This design comes from an exercise in tuning for small area on the open sky130 flow, not from production work. Only simulation tests tie the RTL to the original design; equivalence was not proved. No driver is modelled on the clock port, so clock power and skew are understated where the tree is cut down; a real chip needs a root buffer or a tree. No activity file was given, so power comes from the tool's default toggle rates.

==> flow/design.v <==
module debounce (
    input  logic clk,
    input  logic rst,
    input  logic button,
    output logic at_t
);
localparam logic [12:0] P = 13'd1302;
logic [12:0] count;
wire low_ones = &count[11:0];
assign at_t = low_ones & ~count[12];
always_ff @(posedge clk) begin
    if (rst || !button)
        count <= P;
    else
        count <= {count[11:0], ~(count[12] ^ count[5]) | low_ones};
end
endmodule
module single_pulse_detector (
    input  logic clk,
    input  logic rst,
    input  logic input_signal,
    output logic output_pulse
);
always_ff @(posedge clk, posedge rst) begin
    if (rst)
        output_pulse <= 1'b0;
    else
        output_pulse <= input_signal;
end
endmodule
module disp_ctrl (
    input  logic [4:0] disp_val,
    output logic [6:0] seg_out
);
always_comb begin
    case (disp_val)
        5'h10: seg_out = 7'b1110000;  
        5'h11: seg_out = 7'b0110011;  
        5'h12: seg_out = 7'b0110000;  
        5'h13: seg_out = 7'b1000111;  
        5'h14: seg_out = 7'b1111111;  
        5'h15: seg_out = 7'b1011011;  
        5'h16: seg_out = 7'b1101101;  
        5'h17: seg_out = 7'b1001111;  
        5'h18: seg_out = 7'b1110011;  
        5'h19: seg_out = 7'b1011111;  
        5'h1a: seg_out = 7'b1111001;  
        5'h1b: seg_out = 7'b0111101;  
        5'h1c: seg_out = 7'b1001110;  
        5'h1d: seg_out = 7'b0011111;  
        5'h1e: seg_out = 7'b1110111;  
        5'h1f: seg_out = 7'b1111110;  
        default: seg_out = 7'b0000000;
    endcase
end
endmodule
module decoder (
    input  logic       clk,
    input  logic       rst,
    input  logic [3:0] row,
    output logic [3:0] col,
    output logic [4:0] hold,    
    output logic       cap
);
localparam logic [5:0] P0  = 6'b111110;
logic [3:0]  cnt;
logic [3:0]  rbuf;
logic [95:0] cr;
logic        rmask;    
logic        a1, b1, a41, b41, rise_acc, rise;
logic [3:0]  idx1;
wire s0 = ~col[3];
wire s1 = ~col[2];
wire s2 = ~col[1];
wire s3 = ~col[0];
wire s4 = &col;
wire win = (s0 & cnt == 4'd15) | (s1 & cnt <= 4'd2) |
           (s2 & cnt >= 4'd3 & cnt <= 4'd6) | (s3 & cnt >= 4'd7 & cnt <= 4'd10) |
           (s4 & cnt >= 4'd11 & cnt <= 4'd14);
wire start   = s0 & (cnt == 4'd15);    
wire fr_end  = s4 & (cnt == 4'd15);    
wire       k_h   = win & rbuf[0];
wire [5:0] c_h   = cr[95:90];
wire       h_low = &c_h[4:0];
wire       h_sat = h_low & c_h[5];      
wire       h_z62 = h_low & ~c_h[5];     
wire       v1    = k_h & h_sat;
wire       v41   = k_h & (h_sat | h_z62);
wire       r_h   = k_h & h_z62;
wire       k_in  = rbuf[0] & ~rmask;
wire [5:0] c_new = k_in ? {c_h[4:0], ~(c_h[5] ^ c_h[4]) | h_low} : P0;
wire [5:0] c_in  = (win | rmask) ? c_new : c_h;
always_ff @(posedge clk) begin
    cr   <= {cr[89:0], c_in};
    rbuf <= (cnt == 4'd14) ? ~row : {rbuf[0], rbuf[3:1]};
    a1   <= (a1 & ~start) | v1;
    b1   <= (b1 & ~start) | (a1 & ~start & v1);
    a41  <= (a41 & ~start) | v41;
    b41  <= (b41 & ~start) | (a41 & ~start & v41);
    rise_acc <= (rise_acc & ~start) | r_h;
    if (v1 & (start | ~a1))
        idx1 <= cnt;
    if (fr_end)
        rise <= rise_acc & ~rmask;
end
always_ff @(posedge clk, posedge rst) begin
    if (rst)
        col <= 4'b1111;
    else if (cnt == 4'd15)
        col <= {~&col, col[3:1]};
end
always_ff @(posedge clk, posedge rst) begin
    if (rst) begin
        cnt     <= 4'd0;
        rmask   <= 1'b1;
        hold[4] <= 1'b0;
    end else begin
        cnt <= cnt + 4'd1;
        if (fr_end)
            rmask <= 1'b0;
        if ((fr_end & ~rmask & a1 & ~b1) | (s0 & a41 & ~b41 & h_sat))
            hold[4] <= 1'b1;
    end
end
always_ff @(posedge clk) begin
    if (fr_end & ~rmask & a1 & ~b1)
        hold[3:0] <= idx1;
    else if (s0 & a41 & ~b41 & h_sat)
        hold[3:0] <= cnt;
end
assign cap = rise & s2 & (cnt == 4'd11);
endmodule
module ssd_top
#(
    parameter clk_freq = 1_024_000,
    parameter stable_time = 5
)
(
    input logic clk,
    input logic [1:0] btn,
    input logic sw,
    output logic led,
    output logic [6:0] seg,
    output logic chip_sel,
    input logic [3:0] row,
    output logic [3:0] col
);
localparam max_delay = clk_freq*stable_time/1024;
logic rst;
logic c_sel;
logic [12:0] count_div;
logic [4:0] hold;
logic key_cap;
logic btn1_rise;
logic btn1_pulse;
logic [4:0] seg1_d;
logic [4:0] seg2_d;
logic sel_d;
logic sw_d;
logic btn_press_toggle;
decoder decoder_i (
    .clk(clk),
    .rst(rst),
    .row(row),
    .col(col),
    .hold(hold),
    .cap(key_cap)
);
debounce db_i (
    .clk(clk),
    .rst(rst),
    .button(btn[1]),
    .at_t(btn1_rise)
);
single_pulse_detector sp_i (
    .clk(clk),
    .rst(rst),
    .input_signal(btn1_rise),
    .output_pulse(btn1_pulse)
);
wire cd_wrap = (count_div == 13'd3344);  
always_ff @(posedge clk, posedge rst) begin
    if (rst)
        c_sel <= 1'b0;
    else if (sw == 0 ? btn1_pulse : cd_wrap)
        c_sel <= ~c_sel;
end
always_ff @(posedge clk) begin
    if (rst || (sw && cd_wrap))
        count_div <= 13'd0;
    else if (sw)
        count_div <= {count_div[11:0], ~(count_div[12] ^ count_div[5])};
end
always_ff @(posedge clk, posedge rst) begin
    if (rst) begin
        seg1_d[4] <= 1'b0;
        seg2_d[4] <= 1'b0;
    end else if (key_cap) begin
        if (sw_d == 0 || btn_press_toggle)
            seg1_d[4] <= hold[4];
        if (sw_d == 1)
            seg2_d[4] <= ~btn_press_toggle & hold[4];
    end
end
always_ff @(posedge clk) begin
    if (key_cap) begin
        if (sw_d == 0 || btn_press_toggle)
            seg1_d[3:0] <= hold[3:0];
        if (sw_d == 1 && !btn_press_toggle)
            seg2_d[3:0] <= hold[3:0];
    end
end
always_ff @(posedge clk, posedge rst) begin
    if (rst)
        btn_press_toggle <= 1'b1;
    else if (key_cap && sw_d)
        btn_press_toggle <= ~btn_press_toggle;
end
always_ff @(posedge clk) begin
    sel_d <= ~sw | c_sel;
    sw_d <= sw;
end
wire [4:0] shown = sel_d ? seg1_d : seg2_d;
disp_ctrl dc_i (
    .disp_val(shown),
    .seg_out(seg)
);
assign rst = btn[0];
assign led = sw;
assign chip_sel = c_sel;
endmodule
Settings: LEC_CHECK=0, ABC_AREA=1, CAP_MARGIN=20, CORE_MARGIN=2, CORE_UTILIZATION=40, PLACE_DENSITY=0.6, SLEW_MARGIN=20; clock period 5.0 ns.
standard.sh (not shown) runs the stock make flow with config.mk's settings and CLKGATE_MAP_FILE= SYNTH_SCRIPT=/design/flow/synth_recipe.tcl, a recipe that flattens the netlist after the stock synthesis.
==> flow/flow/run.sh <==
#!/bin/bash
set -e
HERE=$(pwd)
rm -rf "$HERE/orfs_scripts"
cp -r "$FLOW_HOME/scripts" "$HERE/orfs_scripts"
cp "$HERE/flow/abc_area.script" "$HERE/orfs_scripts/abc_area.script"
export SCRIPTS_DIR=$HERE/orfs_scripts
export ADDER_MAP_FILE=
export PRE_CTS_TCL=$HERE/flow/cts_pre.tcl
export FLOW_CLK=clk
export FLOW_CTS_GROUPS=${FLOW_CTS_GROUPS:-15}
export FLOW_CTS_LEAF=${FLOW_CTS_LEAF:-sky130_fd_sc_hd__clkbuf_4}
export FLOW_CTS_ROOT=${FLOW_CTS_ROOT:-sky130_fd_sc_hd__clkbuf_4}
export BUFFER_PORTS_ARGS="-buffer_cell sky130_fd_sc_hd__buf_1"
bash standard.sh > standard.log 2>&1
Other scripts of this flow, unchanged in this note and not shown: flow/flow/abc_area.script, flow/flow/cts_pre.tcl
Then changed:
--- a/flow/design.v
+++ b/flow/design.v
@@ -19,11 +19,11 @@
     input  logic clk,
     input  logic rst,
     input  logic input_signal,
     output logic output_pulse
 );
-always_ff @(posedge clk, posedge rst) begin
+always_ff @(posedge clk) begin
     if (rst)
         output_pulse <= 1'b0;
     else
         output_pulse <= input_signal;
 end
@@ -107,11 +107,11 @@
     if (rst)
         col <= 4'b1111;
     else if (cnt == 4'd15)
         col <= {~&col, col[3:1]};
 end
-always_ff @(posedge clk, posedge rst) begin
+always_ff @(posedge clk) begin
     if (rst) begin
         cnt     <= 4'd0;
         rmask   <= 1'b1;
         hold[4] <= 1'b0;
     end else begin
@@ -189,11 +189,11 @@
     if (rst || (sw && cd_wrap))
         count_div <= 13'd0;
     else if (sw)
         count_div <= {count_div[11:0], ~(count_div[12] ^ count_div[5])};
 end
-always_ff @(posedge clk, posedge rst) begin
+always_ff @(posedge clk) begin
     if (rst) begin
         seg1_d[4] <= 1'b0;
         seg2_d[4] <= 1'b0;
     end else if (key_cap) begin
         if (sw_d == 0 || btn_press_toggle)
@@ -208,11 +208,11 @@
             seg1_d[3:0] <= hold[3:0];
         if (sw_d == 1 && !btn_press_toggle)
             seg2_d[3:0] <= hold[3:0];
     end
 end
-always_ff @(posedge clk, posedge rst) begin
+always_ff @(posedge clk) begin
     if (rst)
         btn_press_toggle <= 1'b1;
     else if (key_cap && sw_d)
         btn_press_toggle <= ~btn_press_toggle;
 end
@@ -220,11 +220,11 @@
     sel_d <= ~sw | c_sel;
     sw_d <= sw;
 end
 wire [4:0] shown = sel_d ? seg1_d : seg2_d;
 disp_ctrl dc_i (
-    .disp_val(shown),
+    .disp_val({shown[4] & ~rst, shown[3:0]}),
     .seg_out(seg)
 );
 assign rst = btn[0];
 assign led = sw;
 assign chip_sel = c_sel;
The changed run ran to the end with no violations.
Design area decreases by about 0.8%.
Register-to-register slack improved by 0.32 ns.
Worst setup slack got worse by 0.30 ns.
Core utilization decreases by 0.15 points.
Final cell count does not change.
Wire length increases by about 2%.
Sequential cell count does not change.
Total power decreases by about 2.2%.
Sequential power decreases by about 3%.
In every run of this note, the design's own scripts or RTL, not TritonCTS, make the clock network.

static timing again, ports no longer ideal:
The flow's constraints put no driver on any port. The routed layouts listed below were extracted and timed again, unchanged, in two steps. Step 1 sets driving cells, clkbuf_16 on the clock port and buf_2 on the other inputs (assumed; they add their load-dependent delay and slew). Step 2 moves the port delays by t, midway between the first and last clock arrival at a register: inputs arrive t later, outputs are due t later. That takes back most of the time a late clock gives input paths. a / b / c = ideal ports / drivers / drivers and shift; a / b = the first two.
run | t, ns | setup WS [ns] | worst hold slack (ns) | latest minus earliest clock arrival (ns) | worst slew at a driven data input, ns
the first run | 0.540 | 1.530 / 1.503 / 1.547 | 0.324 / 0.324 / 0.324 | 0.016 / 0.016 | 0.03
the second run | 0.540 | 1.228 / 1.199 / 1.284 | 0.329 / 0.329 / 0.329 | 0.014 / 0.014 | 0.03
After both steps every run listed still meets setup and hold.
